Background: an optimization exercise with open tools, aiming at small area, a short achievable clock period and few clock cycles. Do not read the settings as production practice. At most, simulation tests tie the RTL to the original design; equivalence was not proved. Power is estimated from default activity; no workload was simulated.

== pepper ==
Design cpu_hazard, start of the top module:
module cpu_hazard(input wire clk,
           input wire rst,
           input wire enable,
           input wire start,
           output wire d_we,
           output wire [7:0] i_addr,
           output wire [7:0] d_addr,
           input  wire [15:0] i_datain,
           input  wire [15:0] d_datain,
           output wire [15:0] d_dataout,
           output wire busy
    );
Size: ~1300 cells after synthesis, ~70 I/O pins.
clock: 6.0 ns
lec_check: 0
cap_margin: 20
core_margin: 2
core_utilization: 40
setup_slack_margin: 2.5
slew_margin: 20
standard.sh (not shown) runs the stock make flow with config.mk's settings and CLKGATE_MAP_FILE= SYNTH_SCRIPT=/design/flow/synth_recipe.tcl, a recipe that flattens the netlist after the stock synthesis.
==> flow/flow/run.sh <==
#!/bin/bash
# Layout flow: the standard ORFS flow (standard synthesis, floorplan, power grid,
# placement, CTS, routing) with these changes to how the layout is made:
#  - ports are buffered with a plain buffer (buf_4) instead of the delay cell the
#    platform picks by default;
#  - the resizer may change a cell to any equivalent cell, not only one with the
#    same footprint (MATCH_CELL_FOOTPRINT=0);
#  - clock tree synthesis adds no dummy load cells (the standard CTS arguments
#    plus -dont_use_dummy_load),
#    with clusters of up to 20 sinks within 200 um.
# ORFS writes each step's full log under orfs/logs; make's own output goes to flow.log.
set -euo pipefail
bash standard.sh MATCH_CELL_FOOTPRINT=0 \
  "BUFFER_PORTS_ARGS=-buffer_cell sky130_fd_sc_hd__buf_4" \
  "CTS_ARGS=-sink_clustering_enable -repair_clock_nets -dont_use_dummy_load -sink_clustering_size 20 -sink_clustering_max_diameter 200" \
  finish > flow.log 2>&1
> inputs changed (pepper -> zinc)
--- a/flow/design.v
+++ b/flow/design.v
@@ -166,43 +166,47 @@
     wire op_subc  = (op == 5'b10010);
     wire op_jump  = (op == 5'b11000);
     wire op_br    = (op[4:3] == 2'b11) && !op_jump;   
     wire op_arith = (op == 5'b01000) || (op == 5'b01001) || (op == 5'b01010) || (op == 5'b01011) || (op == 5'b01100)
                  || (op == 5'b10000) || (op == 5'b10001) || (op == 5'b10010);
     wire wr_reg   = op_load || op_shl || op_srl || op_sra || op_and || op_or || op_xor
                  || (op_arith && op != 5'b01100);
-    wire a_is_rd  = op_imm || op_ldih || (op[4:3] == 2'b11);   
+    wire a_is_rd  = op_imm || op_ldih;
     wire [7:0] o_rd = 8'd1 << rd;
     wire [7:0] o_r1 = 8'd1 << r1;
     wire [7:0] o_r2 = 8'd1 << r2;
     wire [7:0] s_a = a_is_rd ? o_rd : o_r1;
     wire b_imm = op_ldih || op_imm;
     wire [7:0] s_b = b_imm ? 8'b0 : op_store ? o_rd : o_r2;
     wire [7:0] e_a = s_a & vld;
     wire [7:0] e_b = s_b & vld;
+    wire [7:0] e_t = o_rd & vld;
     reg [15:0] g_a, g_b;
+    reg [7:0] g_t;
     integer m;
     always @(*)
     begin
       g_a = 16'b0;
       g_b = 16'b0;
+      g_t = 8'b0;
       for (m = 0; m < 8; m = m + 1)
       begin
         g_a = g_a | (gr[m] & {16{e_a[m]}});
         g_b = g_b | (gr[m] & {16{e_b[m]}});
+        g_t = g_t | (gr[m][7:0] & {8{e_t[m]}});
       end
     end
     wire a_fwd = |(s_a & ex_wsel);
     wire [15:0] a_next = a_fwd ? wd : g_a;
     wire b_fwd = |(s_b & ex_wsel);
     wire [15:0] b_reg = {16{op_sub}} ^ (g_b | ({16{op_ldih}} & {imm8, 8'b0}) | ({16{op_imm}} & {8'b0, imm8}));
     wire [15:0] b_wd = {16{op_sub}} ^ wd;
     wire [15:0] b_next = b_fwd ? b_wd : b_reg;
     wire br_stall = op_br && |(o_rd & ex_wsel);
-    wire [7:0] target = add8(g_a[7:0], imm8);
+    wire [7:0] target = add8(g_t, imm8);
     wire sel_z = (op[2:1] == 2'b01);
     wire sel_n = (op[2:1] == 2'b10);
     wire sel_c = (op[2:1] == 2'b11);
     wire t_reg = ((sel_z & zf) | (sel_n & nf) | (sel_c & cf)) ^ op[0];
     wire t_alu = ((sel_z & alu_zf) | (sel_n & alu_nf) | (sel_c & alu_cf)) ^ op[0];
     wire taken = (op[2:1] == 2'b00) | (ex_flags ? t_alu : t_reg);
     wire go = ex && !br_stall;      
Results
- A kind of critical path of reg -> out is what zinc shows, while in -> reg belongs to pepper.
- Area growth from synthesis to final layout sits lower in zinc than in pepper.
- zinc ended with more minimum setup slack in the final design than pepper.
- Minimum clock period came out lower on zinc than on pepper.
- Instance count along the most critical hold path: higher on pepper
- zinc vs. pepper: relative contribution of the clock network to total power rose by 0.7 points; number of library cell types mapped by synthesis rose by 3; synthesized area per cell fell by 0.064 um2; sequential share of cell area rose by 1.5 points.
- Compared with pepper, zinc shows a first-pass GRT wire length that is 1.1 mm higher.
- Summary — utilization of the core after routing, zinc relative to pepper: lower, by 2.2 points.
- Final design instance area without fill is higher on pepper
- Compared zinc vs pepper, and power consumed by combinational cells is down in zinc.
- When the final numbers for pepper and zinc were put side by side, the worst path arrival time turned out to be greater in pepper.
Testbench counts of zinc, summed over its fixed seeds: cycles 82,400.
For pepper, only the layout was checked, not whether the RTL still works.

* * *

## 02-09
The RTL this note starts from:
==> flow/design.v <==
`timescale 1ns / 1ps
module cpu_hazard(input wire clk,
           input wire rst,
           input wire enable,
           input wire start,
           output wire d_we,
           output wire [7:0] i_addr,
           output wire [7:0] d_addr,
           input  wire [15:0] i_datain,
           input  wire [15:0] d_datain,
           output wire [15:0] d_dataout,
           output wire busy
    );
    function automatic [7:0] add8(input [7:0] x, input [7:0] y);
      reg [7:0] p, g, t, gg, tt;
      integer d, i;
      begin
        p = x ^ y;
        g = x & y;
        t = x | y;
        gg = g;
        tt = t;
        for (d = 1; d < 8; d = d * 2)
          for (i = 7; i >= d; i = i - 1)
          begin
            if (d == 1 && i == 1)
              gg[1] = g[1] | ((t[1] & x[0]) & y[0]);
            else
              gg[i] = gg[i] | (tt[i] & gg[i - d]);
            tt[i] = tt[i] & tt[i - d];
          end
        add8 = p ^ {gg[6:0], 1'b0};
      end
    endfunction
    function automatic [7:0] inc8(input [7:0] x);
      integer i;
      begin
        for (i = 0; i < 8; i = i + 1)
          inc8[i] = x[i] ^ ((i == 0) ? 1'b1 : &(x | ~((8'd1 << i) - 8'd1)));
      end
    endfunction
    function automatic [15:0] rev16(input [15:0] x);
      integer i;
      for (i = 0; i < 16; i = i + 1) rev16[i] = x[15 - i];
    endfunction
    reg state;
    reg [7:0] pc;
    reg [15:0] gr [0:7];       
    reg [7:0]  vld;            
    reg zf, nf, cf;
    reg [15:0] ex_a;           
    reg [15:0] ex_b;           
    reg [3:0]  ex_sh;          
    reg [7:0]  ex_wsel;        
    reg        ex_load;
    reg        ex_store;
    reg        ex_flags;       
    reg        ex_sub;         
    reg        ex_cin;         
    reg        ex_sra;         
    reg        ex_s_add, ex_s_and, ex_s_or, ex_s_xor, ex_s_shr, ex_s_shl;
    assign i_addr = pc;
    assign busy = state;
    wire ex = state & enable;
    wire cin = ex_cin;
    wire [15:0] ap = ex_a ^ ex_b;
    wire [15:0] ag = ex_a & ex_b;
    wire [15:0] ao = ex_a | ex_b;
    reg [15:0] kg, kt;
    integer d, i;
    always @(*)
    begin
      kg = ag;
      kt = ao;
      for (d = 1; d < 16; d = d * 2)
        for (i = 15; i >= d; i = i - 1)
        begin
          kg[i] = kg[i] | (kt[i] & kg[i - d]);
          kt[i] = kt[i] & kt[i - d];
        end
    end
    wire [16:0] carry = {kg | (kt & {16{cin}}), cin};
    wire [15:0] sum = ap ^ carry[15:0];
    wire alu_cf = ex_sub ? ~carry[16] : carry[16];
    wire alu_zf = (ap == {ao[14:0], cin});
    wire alu_nf = sum[15];
    wire fill = ex_sra & ex_a[15];
    reg [15:0] sx, sy;
    integer sk, si;
    always @(*)
    begin
      sx = ex_a;
      for (sk = 0; sk < 4; sk = sk + 1)
      begin
        for (si = 0; si < 16; si = si + 1)
          sy[si] = (ex_s_shl & ex_sh[sk] & ((si >= (1 << sk)) ? sx[(si - (1 << sk)) & 15] : 1'b0))
                 | (ex_s_shr & ex_sh[sk] & ((si + (1 << sk) <= 15) ? sx[(si + (1 << sk)) & 15] : fill))
                 | (~ex_sh[sk] & sx[si]);
        sx = sy;
      end
    end
    wire [15:0] wd = ({16{ex_s_add}} & sum) | ({16{ex_s_and}} & ag) | ({16{ex_s_or}} & ao)
                   | ({16{ex_s_xor}} & ap) | ({16{ex_s_shr | ex_s_shl}} & sx) | ({16{ex_load}} & d_datain);
    assign d_addr = add8(ex_a[7:0], {4'b0, ex_sh});
    assign d_dataout = ex_b;
    assign d_we = ex_store;
    wire zf_n = ex_flags ? alu_zf : zf;
    wire nf_n = ex_flags ? alu_nf : nf;
    wire cf_n = ex_flags ? alu_cf : cf;
    always @(posedge clk or negedge rst)
    begin
      if (!rst)
      begin
        zf <= 1'b0;
        nf <= 1'b0;
        cf <= 1'b0;
      end
      else
      begin
        zf <= zf_n;
        nf <= nf_n;
        cf <= cf_n;
      end
    end
    integer k;
    always @(posedge clk)
    begin
      for (k = 0; k < 8; k = k + 1)
        if (ex_wsel[k])
          gr[k] <= wd;
    end
    always @(posedge clk or negedge rst)
    begin
      if (!rst) vld <= 8'b0;
      else vld <= vld | ex_wsel;
    end
    wire [4:0] op = i_datain[15:11];
    wire [2:0] rd = i_datain[10:8];
    wire [2:0] r1 = i_datain[6:4];
    wire [2:0] r2 = i_datain[2:0];
    wire [7:0] imm8 = i_datain[7:0];
    wire [3:0] imm4 = i_datain[3:0];
    wire op_halt  = (op == 5'b00001);
    wire op_load  = (op == 5'b00010);
    wire op_store = (op == 5'b00011);
    wire op_shl   = (op == 5'b00100) || (op == 5'b00101);
    wire op_srl   = (op == 5'b00110);
    wire op_sra   = (op == 5'b00111);
    wire op_and   = (op == 5'b01101);
    wire op_or    = (op == 5'b01110);
    wire op_xor   = (op == 5'b01111);
    wire op_ldih  = (op == 5'b10000);
    wire op_imm   = (op == 5'b01001) || (op == 5'b01011);
    wire op_sub   = (op == 5'b01010) || (op == 5'b01011) || (op == 5'b01100) || (op == 5'b10010);
    wire op_addc  = (op == 5'b10001);
    wire op_subc  = (op == 5'b10010);
    wire op_jump  = (op == 5'b11000);
    wire op_br    = (op[4:3] == 2'b11) && !op_jump;   
    wire op_arith = (op == 5'b01000) || (op == 5'b01001) || (op == 5'b01010) || (op == 5'b01011) || (op == 5'b01100)
                 || (op == 5'b10000) || (op == 5'b10001) || (op == 5'b10010);
    wire wr_reg   = op_load || op_shl || op_srl || op_sra || op_and || op_or || op_xor
                 || (op_arith && op != 5'b01100);
    wire a_is_rd  = op_imm || op_ldih;
    wire [7:0] o_rd = 8'd1 << rd;
    wire [7:0] o_r1 = 8'd1 << r1;
    wire [7:0] o_r2 = 8'd1 << r2;
    wire [7:0] s_a = a_is_rd ? o_rd : o_r1;
    wire b_imm = op_ldih || op_imm;
    wire [7:0] s_b = b_imm ? 8'b0 : op_store ? o_rd : o_r2;
    wire [7:0] e_a = s_a & vld;
    wire [7:0] e_b = s_b & vld;
    wire [7:0] e_t = o_rd & vld;
    reg [15:0] g_a, g_b;
    reg [7:0] g_t;
    integer m;
    always @(*)
    begin
      g_a = 16'b0;
      g_b = 16'b0;
      g_t = 8'b0;
      for (m = 0; m < 8; m = m + 1)
      begin
        g_a = g_a | (gr[m] & {16{e_a[m]}});
        g_b = g_b | (gr[m] & {16{e_b[m]}});
        g_t = g_t | (gr[m][7:0] & {8{e_t[m]}});
      end
    end
    wire a_fwd = |(s_a & ex_wsel);
    wire [15:0] a_next = a_fwd ? wd : g_a;
    wire b_fwd = |(s_b & ex_wsel);
    wire [15:0] b_reg = {16{op_sub}} ^ (g_b | ({16{op_ldih}} & {imm8, 8'b0}) | ({16{op_imm}} & {8'b0, imm8}));
    wire [15:0] b_wd = {16{op_sub}} ^ wd;
    wire [15:0] b_next = b_fwd ? b_wd : b_reg;
    wire br_stall = op_br && |(o_rd & ex_wsel);
    wire [7:0] target = add8(g_t, imm8);
    wire taken = (op == 5'b11001) || ((op == 5'b11010) && zf_n) || ((op == 5'b11011) && !zf_n)
              || ((op == 5'b11100) && nf_n) || ((op == 5'b11101) && !nf_n)
              || ((op == 5'b11110) && cf_n) || ((op == 5'b11111) && !cf_n);
    wire go = ex && !br_stall;      
    always @(posedge clk or negedge rst)
    begin
      if (!rst) state <= 1'b0;
      else if (!state) state <= enable & start;
      else state <= enable & ~op_halt;
    end
    wire [7:0] pc_seq = !go ? pc : op_jump ? imm8 : op_halt ? pc : inc8(pc);
    wire take = go && op_br && taken;
    always @(posedge clk or negedge rst)
    begin
      if (!rst) pc <= 8'b0;
      else pc <= take ? target : pc_seq;
    end
    always @(posedge clk or negedge rst)
    begin
      if (!rst)
      begin
        ex_wsel <= 8'b0;
        ex_load <= 1'b0;
        ex_store <= 1'b0;
        ex_flags <= 1'b0;
      end
      else
      begin
        ex_wsel <= (go && wr_reg) ? o_rd : 8'b0;
        ex_load <= go && op_load;
        ex_store <= go && op_store;
        ex_flags <= go && op_arith;
      end
    end
    always @(posedge clk)
    begin
      ex_sub <= op_sub;
      ex_cin <= op_sub ? ~(op_subc & cf_n) : (op_addc & cf_n);
      ex_sra <= op_sra;
      ex_s_add <= op_arith;
      ex_s_and <= op_and;
      ex_s_or <= op_or;
      ex_s_xor <= op_xor;
      ex_s_shr <= op_srl || op_sra;
      ex_s_shl <= op_shl;
      ex_sh <= imm4;
      ex_a <= a_next;
      ex_b <= b_next;
    end
endmodule
Settings: LEC_CHECK=0, CAP_MARGIN=20, CORE_MARGIN=2, CORE_UTILIZATION=40, SETUP_SLACK_MARGIN=2.5, SLEW_MARGIN=20; clock period 6.0 ns.
==> flow/flow/run.sh <==
#!/bin/bash
# Layout flow: the standard ORFS flow (standard synthesis, floorplan, power grid,
# placement, CTS, routing) with two changes to how the resizer works:
#  - ports are buffered with a plain buffer (buf_4) instead of the delay cell the
#    platform picks by default;
#  - the resizer may change a cell to any equivalent cell, not only one with the
#    same footprint (MATCH_CELL_FOOTPRINT=0).
# ORFS writes each step's full log under orfs/logs; make's own output goes to flow.log.
set -euo pipefail
bash standard.sh MATCH_CELL_FOOTPRINT=0 "BUFFER_PORTS_ARGS=-buffer_cell sky130_fd_sc_hd__buf_4" finish > flow.log 2>&1
diff inputs: 02-09 => 04-24
--- a/flow/design.v
+++ b/flow/design.v
@@ -102,5 +102,15 @@
     wire [15:0] wd = ({16{ex_s_add}} & sum) | ({16{ex_s_and}} & ag) | ({16{ex_s_or}} & ao)
                    | ({16{ex_s_xor}} & ap) | ({16{ex_s_shr | ex_s_shl}} & sx) | ({16{ex_load}} & d_datain);
-    assign d_addr = add8(ex_a[7:0], {4'b0, ex_sh});
+    wire [3:0] da_p = ex_a[3:0] ^ ex_sh;
+    wire [3:0] da_g = ex_a[3:0] & ex_sh;
+    wire [3:0] da_t = ex_a[3:0] | ex_sh;
+    wire da_c1 = da_g[0];
+    wire da_c2 = da_g[1] | ((da_t[1] & ex_a[0]) & ex_sh[0]);
+    wire da_c3 = da_g[2] | (da_t[2] & da_g[1]) | (da_t[2] & da_t[1] & da_g[0]);
+    wire da_c4 = da_g[3] | (da_t[3] & da_g[2]) | (da_t[3] & da_t[2] & da_g[1])
+               | (da_t[3] & da_t[2] & da_t[1] & da_g[0]);
+    wire [3:0] da_hi = ex_a[7:4];
+    wire [3:0] da_inc = {da_hi[3] ^ (&da_hi[2:0]), da_hi[2] ^ (&da_hi[1:0]), da_hi[1] ^ da_hi[0], ~da_hi[0]};
+    assign d_addr = {da_c4 ? da_inc : da_hi, da_p ^ {da_c3, da_c2, da_c1, 1'b0}};
     assign d_dataout = ex_b;
     assign d_we = ex_store;
Summary of 04-24 over 02-09: global routing usage summed across all routing layers now sits higher, clock share of power ~0 delta, die boundary height went down, final total power barely changed.
04-24 ends up with a design area that is about 2% lower than in 02-09.
Width of the chip, 04-24 vs 02-09: down slightly
Looking at met2 wire length, 04-24 sits above 02-09.
Timing, DRC, antenna: 0 failures across 02-09 and 04-24
04-24 improves on 02-09 in clock period minus final worst setup slack.
Floorplan check, 04-24 vs 02-09: die outline smaller in 04-24
No run of this note included a check of the RTL's function; only the layout flow was run.

afterwards: timing with drivers on the ports:
No port has a modelled driver above. Below, the same layouts with a new extraction and two added sets of constraints. Step 1 (the two cells are an assumption about what drives the block):
set clk [get_ports {clk}]
set_driving_cell -lib_cell sky130_fd_sc_hd__clkbuf_16 $clk
set_driving_cell -lib_cell sky130_fd_sc_hd__buf_2 [delete_from_list [all_inputs] $clk]
Step 2 also shifts input and output timing later by t, the mid clock arrival at the registers, as if the neighbouring blocks saw the same clock. Three values: ideal, step 1, step 2; two values: the first two.
run | shift t [ns] | slack for setup (ns) | clock arrival spread, ns
pepper | 0.517 | 2.216 / 2.133 / 1.616 | 0.050 / 0.050
zinc | 0.512 | 2.569 / 2.515 / 2.092 | 0.051 / 0.051
02-09 | 0.562 | 2.511 / 2.458 / 1.992 | 0.029 / 0.029
04-24 | 0.577 | 2.543 / 2.496 / 2.008 | 0.024 / 0.024
After both steps setup and hold are still met in every run listed. For pepper, which loses most, drivers alone change the setup slack by -0.083 ns; drivers and shift together by -0.600 ns.
